This is an optimization exercise on Yosys and OpenROAD, whose aim is small area, not a production implementation.
Only simulation tests tie the RTL to the original design; equivalence was not proved.
No driver is modelled on the clock port, so clock power and skew are understated where the tree is cut down; a real chip needs a root buffer or a tree.
Power figures rest on the tool's default switching activity, not on a simulated workload.

==> inputs of pepper <==
// project1
module project1(
    input clk,
    input rst,
    input [3:0] sedbec_in,
    input [4:0] noise1,
    input start,
    input [15:0] freq,
    output reg [3:0] data_o,
    output reg error1bit,
    output reg error2bit,
    output reg errorparity,
    output reg done
);
    reg [7:0] lo, hi;
    reg cy;
    wire [8:0] cl, chh;
    wire [7:0] sl, sh;
    assign cl[0] = 1'b0;
    assign chh[0] = cy;
    genvar i;
    generate
        for (i = 0; i < 8; i = i + 1) begin : add
            assign sl[i] = lo[i] ^ freq[i] ^ cl[i];
            assign cl[i+1] = (lo[i] & freq[i]) | (cl[i] & (lo[i] ^ freq[i]));
            assign sh[i] = hi[i] ^ freq[8+i] ^ chh[i];
            assign chh[i+1] = (hi[i] & freq[8+i]) | (chh[i] & (hi[i] ^ freq[8+i]));
        end
    endgenerate
    always @(posedge clk or posedge rst)
        if (rst) begin
            lo <= 8'd0;
            hi <= 8'd0;
            cy <= 1'b0;
        end else begin
            lo <= sl;
            hi <= sh;
            cy <= cl[8];
        end
    wire [3:0] top = hi[7:4] + {3'd0, cy & (&hi[3:0])};
    reg above;
    always @(posedge clk)
        above <= ~top[3] & (|top[2:0]);
    wire p1 = sedbec_in[0]^sedbec_in[1]^sedbec_in[3];
    wire p2 = sedbec_in[0]^sedbec_in[2]^sedbec_in[3];
    wire p4 = sedbec_in[1]^sedbec_in[2]^sedbec_in[3];
    wire [6:0] code = {sedbec_in[3:1], p4, sedbec_in[0], p2, p1};
    wire par = ^code;
    reg [6:0] nz;
    always @(*) begin
        case (noise1[2:0])
  ...
==> module project1, before the edit <==
module project1(
    input clk,
    input rst,
    input [3:0] sedbec_in,
    input [4:0] noise1,
    input start,
    input [15:0] freq,
    output reg [3:0] data_o,
    output reg error1bit,
    output reg error2bit,
    output reg errorparity,
    output reg done
);
    reg [7:0] lo, hi;
    reg cy;
    wire [8:0] cl, chh;
    wire [7:0] sl, sh;
    assign cl[0] = 1'b0;
    assign chh[0] = cy;
    genvar i;
    generate
        for (i = 0; i < 8; i = i + 1) begin : add
            assign sl[i] = lo[i] ^ freq[i] ^ cl[i];
            assign cl[i+1] = (lo[i] & freq[i]) | (cl[i] & (lo[i] ^ freq[i]));
            assign sh[i] = hi[i] ^ freq[8+i] ^ chh[i];
            assign chh[i+1] = (hi[i] & freq[8+i]) | (chh[i] & (hi[i] ^ freq[8+i]));
        end
    endgenerate
    always @(posedge clk or posedge rst)
        if (rst) begin
            lo <= 8'd0;
            hi <= 8'd0;
            cy <= 1'b0;
        end else begin
            lo <= sl;
            hi <= sh;
            cy <= cl[8];
        end
    wire [3:0] top = hi[7:4] + {3'd0, cy & (&hi[3:0])};
    reg above;
    always @(posedge clk)
        above <= ~top[3] & (|top[2:0]);
    wire p1 = sedbec_in[0]^sedbec_in[1]^sedbec_in[3];
    wire p2 = sedbec_in[0]^sedbec_in[2]^sedbec_in[3];
    wire p4 = sedbec_in[1]^sedbec_in[2]^sedbec_in[3];
    wire [6:0] code = {sedbec_in[3:1], p4, sedbec_in[0], p2, p1};
    wire par = ^code;
    reg [6:0] nz;
    always @(*) begin
        case (noise1[2:0])
            3'd1: nz = {noise1[3], 6'b000001};
            3'd2: nz = {noise1[3], 6'b000010};
            3'd3: nz = {noise1[3], 6'b000100};
            3'd4: nz = {noise1[3], 6'b001000};
            3'd5: nz = {noise1[3], 6'b010000};
            3'd6: nz = {noise1[3], 6'b100000};
            3'd7: nz = {6'b100000, noise1[3]};
            default: nz = {noise1[3], 6'b000000};
        endcase
    end
    wire [7:0] tx = {par, code} ^ {noise1[4], nz};
    reg run;
    reg [7:0] t;
    always @(posedge clk or posedge rst)
        if (rst) begin
            run <= 1'b0;
            done <= 1'b0;
        end else if (run) begin
            if (t == 8'd3) begin
                run <= 1'b0;
                done <= 1'b1;
            end
        end else if (done) begin
            if (!start) done <= 1'b0;
        end else if (start) begin
            run <= 1'b1;
        end
    always @(posedge clk)
        t <= run ? t + 8'd1 : 8'd126;
    wire clr = ~t[7] & t[6];
    wire cnt = t[7] & above;
    reg [5:0] c [0:7];
    wire [7:0] rx;
    genvar k;
    generate
        for (k = 0; k < 8; k = k + 1) begin : ch
            wire sat = c[k][5] & c[k][0];
            always @(posedge clk)
                if (clr)
                    c[k] <= 6'd0;
                else if (cnt & tx[k] & ~sat)
                    c[k] <= c[k] + 6'd1;
            assign rx[k] = sat;
        end
    endgenerate
    wire s1 = rx[0]^rx[2]^rx[4]^rx[6];
    wire s2 = rx[1]^rx[2]^rx[5]^rx[6];
    wire s4 = rx[3]^rx[4]^rx[5]^rx[6];
    wire [2:0] syn = {s4, s2, s1};
    wire [6:0] fix = (syn == 3'd0) ? 7'd0 : (7'd1 << (syn - 3'd1));
    wire [6:0] cor = rx[6:0] ^ fix;
    wire opar = ^rx;
    wire e1 = (syn != 3'd0);
    always @(posedge clk or posedge rst)
        if (rst) begin
            data_o <= 4'd0;
            error1bit <= 1'b0;
            error2bit <= 1'b0;
            errorparity <= 1'b0;
        end else if (run && t == 8'd1) begin
            data_o <= {cor[6:4], cor[2]};
            error1bit <= e1;
            error2bit <= e1 & ~opar;
            errorparity <= ~e1 & opar;
        end
endmodule
Settings: LEC_CHECK=0, CAP_MARGIN=20, CORE_MARGIN=2, CORE_UTILIZATION=40, SLEW_MARGIN=20; clock period 5.0 ns.
standard.sh (not shown) runs the stock make flow with config.mk's settings and CLKGATE_MAP_FILE= SYNTH_SCRIPT=/design/flow/synth_recipe.tcl, a recipe that flattens the netlist after the stock synthesis.
==> flow/flow/run.sh <==
#!/bin/bash
# Layout flow: the standard synthesis, then its combinational logic
# re-mapped by ABC for area (registers, full adders and all names of
# registers kept as the standard synthesis made them), then the standard
# layout with smaller port buffers and a smaller clock tree.
set -euo pipefail
W=$(pwd)
R=$W/orfs/results/$FLOW_PLATFORM/project1/base
LIB=$(ls $FLOW_HOME/platforms/$FLOW_PLATFORM/lib/sky130_fd_sc_hd__tt_025C_1v80.lib)
YOSYS=$(command -v yosys || echo $FLOW_HOME/../tools/install/yosys/bin/yosys)

# 1. standard synthesis
bash standard.sh synth > 1_standard_synth.log 2>&1
cp $R/1_2_yosys.v $W/1_standard.v

# 2. re-map the combinational logic for area
cat > $W/reopt.ys <<EOT
read_liberty -ignore_miss_func -overwrite $LIB
read_verilog $W/1_standard.v
hierarchy -top $FLOW_TOP
setattr -mod -set keep_hierarchy 1 sky130_fd_sc_hd__df* sky130_fd_sc_hd__fa_1 sky130_fd_sc_hd__conb_1
flatten
opt_clean
abc -liberty $LIB -dont_use sky130_fd_sc_hd__lpflow_* -dont_use sky130_fd_sc_hd__probe* -script $W/flow/area.abc
opt_clean -purge
stat -liberty $LIB
delete sky130_fd_sc_hd__*
write_verilog -noattr -noexpr $W/1_reopt.v
EOT
$YOSYS -s $W/reopt.ys > 2_reopt.log 2>&1
cp $W/1_reopt.v $R/1_2_yosys.v
rm -f $R/1_synth.odb $R/1_synth.sdc
bash standard.sh synth > 3_synth_odb.log 2>&1

# 3. layout
export POST_CTS_TCL=$W/flow/cts_post.tcl
export CLKTREE_ROOT=sky130_fd_sc_hd__inv_2 CLKTREE_LEAF=sky130_fd_sc_hd__inv_12 CLKTREE_N=3
export CTS_ARGS="-sink_clustering_enable -repair_clock_nets -dont_use_dummy_load -sink_clustering_size 40 -sink_clustering_max_diameter 200 -buf_list {sky130_fd_sc_hd__clkbuf_4 sky130_fd_sc_hd__clkbuf_8}"
bash standard.sh "BUFFER_PORTS_ARGS=-buffer_cell sky130_fd_sc_hd__buf_1" finish > 4_layout.log 2>&1
==> flow/flow/area.abc <==
strash
dch -f
map -a
mfs2
strash
dch -f
amap
topo
==> flow/flow/cts_post.tcl <==
# Replace the clock tree that CTS built with a smaller one. The flip-flops
# are split into CLKTREE_N groups by position (k-means); each group hangs on
# one CLKTREE_LEAF cell placed at its centre. If CLKTREE_ROOT is set, one
# CLKTREE_ROOT inverter drives the leaves (then the leaves are inverters
# too, so every flip-flop still sees the clock's polarity); otherwise the
# clock port drives the leaves, which are buffers.
set block [ord::get_db_block]
set db [ord::get_db]
set leaf $::env(CLKTREE_LEAF)
set root [expr {[info exists ::env(CLKTREE_ROOT)] ? $::env(CLKTREE_ROOT) : ""}]
set nbuf $::env(CLKTREE_N)
set clknet [$block findNet clk]
set bufs {}
set sinks {}
foreach inst [$block getInsts] {
  if {[string match "clkbuf_*" [$inst getName]]} { lappend bufs $inst }
}
foreach b $bufs {
  set n [[$b findITerm X] getNet]
  foreach it [$n getITerms] {
    if {[lsearch -exact $bufs [$it getInst]] < 0 && [$it getIoType] == "INPUT"} { lappend sinks $it }
  }
}
foreach it [$clknet getITerms] {
  if {[lsearch -exact $bufs [$it getInst]] < 0 && [$it getIoType] == "INPUT"} { lappend sinks $it }
}
puts "manual clock tree: removing [llength $bufs] CTS buffers, [llength $sinks] sinks"
foreach b $bufs {
  set n [[$b findITerm X] getNet]
  foreach it [$b getITerms] { $it disconnect }
  odb::dbInst_destroy $b
  if {$n ne "NULL" && $n ne ""} { odb::dbNet_destroy $n }
}
foreach it $sinks {
  if {[$it getMTerm] ne "NULL" && [[$it getMTerm] getName] ne "CLK"} { error "clock sink [[$it getInst] getName] is not a CLK pin" }
  $it disconnect
}
set pts {}
foreach it $sinks {
  set bb [[$it getInst] getBBox]
  lappend pts [list [expr {([$bb xMin]+[$bb xMax])/2.0}] [expr {([$bb yMin]+[$bb yMax])/2.0}] $it]
}
# k-means, seeded along x
set pts [lsort -real -index 0 $pts]
set np [llength $pts]
set cents {}
for {set k 0} {$k < $nbuf} {incr k} {
  set p [lindex $pts [expr {int(($k + 0.5) * $np / $nbuf)}]]
  lappend cents [list [lindex $p 0] [lindex $p 1]]
}
for {set iter 0} {$iter < 50} {incr iter} {
  set assign {}
  foreach p $pts {
    set best 0; set bd 1e30
    for {set k 0} {$k < $nbuf} {incr k} {
      set c [lindex $cents $k]
      set d [expr {abs([lindex $p 0]-[lindex $c 0]) + abs([lindex $p 1]-[lindex $c 1])}]
      if {$d < $bd} { set bd $d; set best $k }
    }
    lappend assign $best
  }
  set newc {}
  for {set k 0} {$k < $nbuf} {incr k} {
    set sx 0.0; set sy 0.0; set cnt 0
    foreach p $pts a $assign { if {$a == $k} { set sx [expr {$sx+[lindex $p 0]}]; set sy [expr {$sy+[lindex $p 1]}]; incr cnt } }
    if {$cnt > 0} { lappend newc [list [expr {$sx/$cnt}] [expr {$sy/$cnt}]] } else { lappend newc [lindex $cents $k] }
  }
  set cents $newc
}
set lm [$db findMaster $leaf]
set lin [expr {[string match "*inv*" $leaf] ? "A" : "A"}]
set lout [expr {[string match "*inv*" $leaf] ? "Y" : "X"}]
if {$root ne ""} {
  set rm [$db findMaster $root]
  set rnet [odb::dbNet_create $block "clknet_root"]
  $rnet setSigType CLOCK
  set rinst [odb::dbInst_create $block $rm "clkbuf_root"]
  [$rinst findITerm A] connect $clknet
  [$rinst findITerm [expr {[string match "*inv*" $root] ? "Y" : "X"}]] connect $rnet
  set drvnet $rnet
} else {
  set drvnet $clknet
}
set rx 0.0; set ry 0.0
for {set k 0} {$k < $nbuf} {incr k} {
  set net [odb::dbNet_create $block "clknet_leaf$k"]
  $net setSigType CLOCK
  set inst [odb::dbInst_create $block $lm "clkbuf_leaf$k"]
  [$inst findITerm $lin] connect $drvnet
  [$inst findITerm $lout] connect $net
  set n 0
  foreach p $pts a $assign { if {$a == $k} { [lindex $p 2] connect $net; incr n } }
  set c [lindex $cents $k]
  $inst setLocation [expr {int([lindex $c 0])}] [expr {int([lindex $c 1])}]
  $inst setPlacementStatus PLACED
  $inst setSourceType TIMING
  set rx [expr {$rx + [lindex $c 0]}]; set ry [expr {$ry + [lindex $c 1]}]
  puts "leaf $k: $n sinks"
}
if {$root ne ""} {
  $rinst setLocation [expr {int($rx/$nbuf)}] [expr {int($ry/$nbuf)}]
  $rinst setPlacementStatus PLACED
  $rinst setSourceType TIMING
}
detailed_placement
check_placement -verbose
estimate_parasitics -placement
foreach p [get_pins -of_objects [get_nets clknet_leaf*] -filter "direction == input"] {}
report_check_types -max_slew -max_capacitance -violators
==> violet: changes against pepper <==
--- a/flow/flow/run.sh
+++ b/flow/flow/run.sh
@@ -33,7 +33,5 @@
 bash standard.sh synth > 3_synth_odb.log 2>&1
 
 # 3. layout
-export POST_CTS_TCL=$W/flow/cts_post.tcl
-export CLKTREE_ROOT=sky130_fd_sc_hd__inv_2 CLKTREE_LEAF=sky130_fd_sc_hd__inv_12 CLKTREE_N=3
 export CTS_ARGS="-sink_clustering_enable -repair_clock_nets -dont_use_dummy_load -sink_clustering_size 40 -sink_clustering_max_diameter 200 -buf_list {sky130_fd_sc_hd__clkbuf_4 sky130_fd_sc_hd__clkbuf_8}"
 bash standard.sh "BUFFER_PORTS_ARGS=-buffer_cell sky130_fd_sc_hd__buf_1" finish > 4_layout.log 2>&1
removed: flow/flow/cts_post.tcl
==> xenon: changes against pepper <==
--- a/flow/design.v
+++ b/flow/design.v
@@ -80,17 +80,18 @@
         t <= run ? t + 8'd1 : 8'd126;
     wire clr = ~t[7] & t[6];
     wire cnt = t[7] & above;
-    reg [5:0] c [0:7];
+    reg [5:0] nc [0:7];
     wire [7:0] rx;
     genvar k;
     generate
         for (k = 0; k < 8; k = k + 1) begin : ch
-            wire sat = c[k][5] & c[k][0];
+            wire [5:0] c = ~nc[k];
+            wire sat = c[5] & c[0];
             always @(posedge clk)
                 if (clr)
-                    c[k] <= 6'd0;
+                    nc[k] <= 6'h3f;
                 else if (cnt & tx[k] & ~sat)
-                    c[k] <= c[k] + 6'd1;
+                    nc[k] <= nc[k] - 6'd1;
             assign rx[k] = sat;
         end
     endgenerate
--- a/flow/flow/run.sh
+++ b/flow/flow/run.sh
@@ -1,8 +1,11 @@
 #!/bin/bash
 # Layout flow: the standard synthesis, then its combinational logic
-# re-mapped by ABC for area (registers, full adders and all names of
-# registers kept as the standard synthesis made them), then the standard
-# layout with smaller port buffers and a smaller clock tree.
+# re-mapped by ABC for area (registers, full adders and the registers' names
+# kept as the standard synthesis made them; full adders whose three inputs
+# are all inverted are flipped first, see fa_pol.py), then the standard
+# layout with buf_1 port buffers and, after CTS, a smaller clock tree
+# (cts_post.tcl: one inverter driving three inverters, each driving a third
+# of the flip-flops). Each step's output goes to its own log file here.
 set -euo pipefail
 W=$(pwd)
 R=$W/orfs/results/$FLOW_PLATFORM/project1/base
@@ -14,9 +17,10 @@
 cp $R/1_2_yosys.v $W/1_standard.v
 
 # 2. re-map the combinational logic for area
+python3 $W/flow/fa_pol.py $W/1_standard.v $W/1_fapol.v > 2_fapol.log 2>&1
 cat > $W/reopt.ys <<EOT
 read_liberty -ignore_miss_func -overwrite $LIB
-read_verilog $W/1_standard.v
+read_verilog $W/1_fapol.v
 hierarchy -top $FLOW_TOP
 setattr -mod -set keep_hierarchy 1 sky130_fd_sc_hd__df* sky130_fd_sc_hd__fa_1 sky130_fd_sc_hd__conb_1
 flatten
@@ -34,6 +38,6 @@
 
 # 3. layout
 export POST_CTS_TCL=$W/flow/cts_post.tcl
-export CLKTREE_ROOT=sky130_fd_sc_hd__inv_2 CLKTREE_LEAF=sky130_fd_sc_hd__inv_12 CLKTREE_N=3
+export CLKTREE_ROOT=sky130_fd_sc_hd__inv_4 CLKTREE_LEAF=sky130_fd_sc_hd__inv_16 CLKTREE_N=2
 export CTS_ARGS="-sink_clustering_enable -repair_clock_nets -dont_use_dummy_load -sink_clustering_size 40 -sink_clustering_max_diameter 200 -buf_list {sky130_fd_sc_hd__clkbuf_4 sky130_fd_sc_hd__clkbuf_8}"
 bash standard.sh "BUFFER_PORTS_ARGS=-buffer_cell sky130_fd_sc_hd__buf_1" finish > 4_layout.log 2>&1
==> flow/flow/area.abc (replaced) <==
strash
dch -f
amap
mfs2
strash
dch -f
amap
mfs2
strash
dch -f
amap
mfs2
strash
dch -f
amap
mfs2
strash
dch -f
amap
mfs2
strash
dch -f
amap
mfs2
strash
dch -f
amap
mfs2
strash
dch -f
amap
mfs2
strash
dch -f
amap
mfs2
strash
dch -f
amap
mfs2
strash
strash
dch -f
amap
topo
==> flow/flow/fa_pol.py (new file) <==
#!/usr/bin/env python3
"""Flip full adders whose three inputs are all inverted copies of other
nets: a full adder of the inverted inputs gives the inverted sum and carry,
so the adder is rewired to the un-inverted nets and inverters are put on
its two outputs (the re-mapping that follows removes the double
inversions). Reads and writes a flat structural Verilog netlist."""
import re, sys

src, dst = sys.argv[1], sys.argv[2]
text = open(src).read()
inst_re = re.compile(r'(\s*)(sky130_fd_sc_hd__\w+)\s+(\S+)\s*\((.*?)\);', re.S)
pin_re = re.compile(r'\.(\w+)\(([^()]*)\)')
cells = []
for m in inst_re.finditer(text):
    pins = {p: n.strip() for p, n in pin_re.findall(m.group(4))}
    cells.append([m, m.group(2), m.group(3), pins])
def w(net):
    return net + ' ' if net.startswith('\\') else net

inv_of = {}   # net -> net it is the inverse of
for m, t, n, pins in cells:
    if re.match(r'sky130_fd_sc_hd__(clk)?inv_\d+$', t):
        inv_of[pins['Y']] = pins['A']
new_cells = []
flipped = 0
repl = {}
k = 0
for idx, (m, t, n, pins) in enumerate(cells):
    if t == 'sky130_fd_sc_hd__fa_1' and all(pins[p] in inv_of for p in ('A', 'B', 'CIN')):
        old_s, old_c = pins['SUM'], pins['COUT']
        ns, nc = f'fapol_s{k}', f'fapol_c{k}'
        k += 1
        body = (f"  sky130_fd_sc_hd__fa_1 {n} (\n    .A({w(inv_of[pins['A']])}),\n    .B({w(inv_of[pins['B']])}),\n"
                f"    .CIN({w(inv_of[pins['CIN']])}),\n    .COUT({nc}),\n    .SUM({ns})\n  );\n"
                f"  sky130_fd_sc_hd__inv_1 fapol_is{k} (\n    .A({ns}),\n    .Y({w(old_s)})\n  );\n"
                f"  sky130_fd_sc_hd__inv_1 fapol_ic{k} (\n    .A({nc}),\n    .Y({w(old_c)})\n  );")
        repl[m.start()] = (m.end(), body, [ns, nc])
        flipped += 1
out = []
pos = 0
wires = []
for start in sorted(repl):
    end, body, w = repl[start]
    out.append(text[pos:start]); out.append('\n' + body); pos = end
    wires += w
out.append(text[pos:])
res = ''.join(out)
if wires:
    # declare the new wires after the module header
    hdr_end = res.index(';', res.index('module ')) + 1
    res = res[:hdr_end] + '\n' + ''.join(f'  wire {w};\n' for w in wires) + res[hdr_end:]
open(dst, 'w').write(res)
print(f'fa_pol: flipped {flipped} full adders')
--- a/flow/config.mk
+++ b/flow/config.mk
@@ -7,5 +7,5 @@
 export LEC_CHECK = 0
 export CAP_MARGIN = 20
 export CORE_MARGIN = 2
-export CORE_UTILIZATION = 40
+export CORE_UTILIZATION = 65
 export SLEW_MARGIN = 20
==> sierra: changes against pepper <==
--- a/flow/flow/run.sh
+++ b/flow/flow/run.sh
@@ -34,6 +34,6 @@
 
 # 3. layout
 export POST_CTS_TCL=$W/flow/cts_post.tcl
-export CLKTREE_ROOT=sky130_fd_sc_hd__inv_2 CLKTREE_LEAF=sky130_fd_sc_hd__inv_12 CLKTREE_N=3
+export CLKTREE_LEAF=sky130_fd_sc_hd__clkbuf_16 CLKTREE_N=3
 export CTS_ARGS="-sink_clustering_enable -repair_clock_nets -dont_use_dummy_load -sink_clustering_size 40 -sink_clustering_max_diameter 200 -buf_list {sky130_fd_sc_hd__clkbuf_4 sky130_fd_sc_hd__clkbuf_8}"
 bash standard.sh "BUFFER_PORTS_ARGS=-buffer_cell sky130_fd_sc_hd__buf_1" finish > 4_layout.log 2>&1
==> flow_summary.rst <==
.. list-table::
   :header-rows: 1

   * - Metric
     - Value
   * - Power density over the cells
     - 434 nW/um^2
   * - Largest stage delay, worst path
     - ~0.40 ns
   * - Slew of the pin with the lowest slew margin
     - about 0.9 ns
   * - Combinational group share of total power
     - 0.283
   * - Outcome
     - no timing/DRC/antenna violations
   * - Final HPWL DP
     - 4.75 mm
   * - Worst Hold Depth
     - 1
   * - Overall fraction of global-route tracks in use
     - 0.137
   * - Max IR drop VDD
     - 0.233 mV
   * - Met1 GRT Util
     - 0.177
   * - Met3 wire length
     - roughly 130 um
   * - Max Freq
     - approximately 250 MHz
Source of the figures above: sierra

==> flow_summary.rst <==
.. list-table::
   :header-rows: 1

   * - Metric
     - Value
   * - Outcome
     - no timing/DRC/antenna violations
   * - Met3 wire length
     - 173 um
   * - Slew of the pin with the lowest slew margin
     - about 0.90 ns
   * - Overall fraction of global-route tracks in use
     - 0.134
   * - Power density over the cells
     - roughly 430 nW/um^2
   * - Largest stage delay, worst path
     - 0.40 ns
   * - Max Freq
     - 263 MHz
   * - Final HPWL DP
     - roughly 4.8 mm
   * - Combinational group share of total power
     - 0.285
   * - Met1 GRT Util
     - 0.176
Source of the figures above: pepper

==> flow_summary.rst <==
.. list-table::
   :header-rows: 1

   * - Metric
     - Value
   * - Power density over the cells
     - 451 nW/um^2
   * - Combinational group share of total power
     - 0.270
   * - Slew of the pin with the lowest slew margin
     - approximately 0.90 ns
   * - Overall fraction of global-route tracks in use
     - 0.142
   * - Final HPWL DP
     - 4.75 mm
   * - Worst Hold Depth
     - 2
   * - Outcome
     - no timing/DRC/antenna violations
   * - Met3 wire length
     - between 100 and 150 um
   * - Max Freq
     - 263 MHz
Source of the figures above: violet

==> flow_summary.rst <==
.. list-table::
   :header-rows: 1

   * - Metric
     - Value
   * - Outcome
     - no timing/DRC/antenna violations
   * - Placement Setup Slack
     - 0.694 ns
   * - Max IR drop VDD
     - 0.350 mV
   * - Final HPWL DP
     - 4.49 mm
   * - Combinational group share of total power
     - 0.274
   * - Slew of the pin with the lowest slew margin
     - 0.900 ns
   * - Overall fraction of global-route tracks in use
     - 0.213
   * - Worst Hold Depth
     - 1
   * - Met1 GRT Util
     - 0.301
Source of the figures above: xenon

The clock cells of xenon and sierra come from the design's own scripts or RTL, not from TritonCTS.

-- re-timing with driven ports --
How much do the figures lean on ideal ports? The routed layouts below were timed once more, with nothing changed but the port constraints.
Step 1 assumes that a clkbuf_16 drives the clock port and a buf_2 every other input.
Step 2 times the ports against the registers' clock, not the clock port: input delays grow and output delays shrink by t, the midpoint of the rising clock arrivals with the driver on.
Slacks: no drivers / after step 1 / after step 2; pairs: no drivers / after step 1.
run	t (ns)	setup slack, ns	worst setup path at the end
pepper	0.350	1.203 / 1.209 / 0.859	input to register
violet	0.364	1.204 / 1.211 / 0.847	input to register
xenon	0.241	0.936 / 0.952 / 0.711	input to register
sierra	0.224	1.037 / 1.077 / 0.854	input to register
After both steps every run listed still meets setup and hold. The setup slack of violet, which loses most, moves by +0.007 ns with the drivers and by -0.357 ns with both steps.
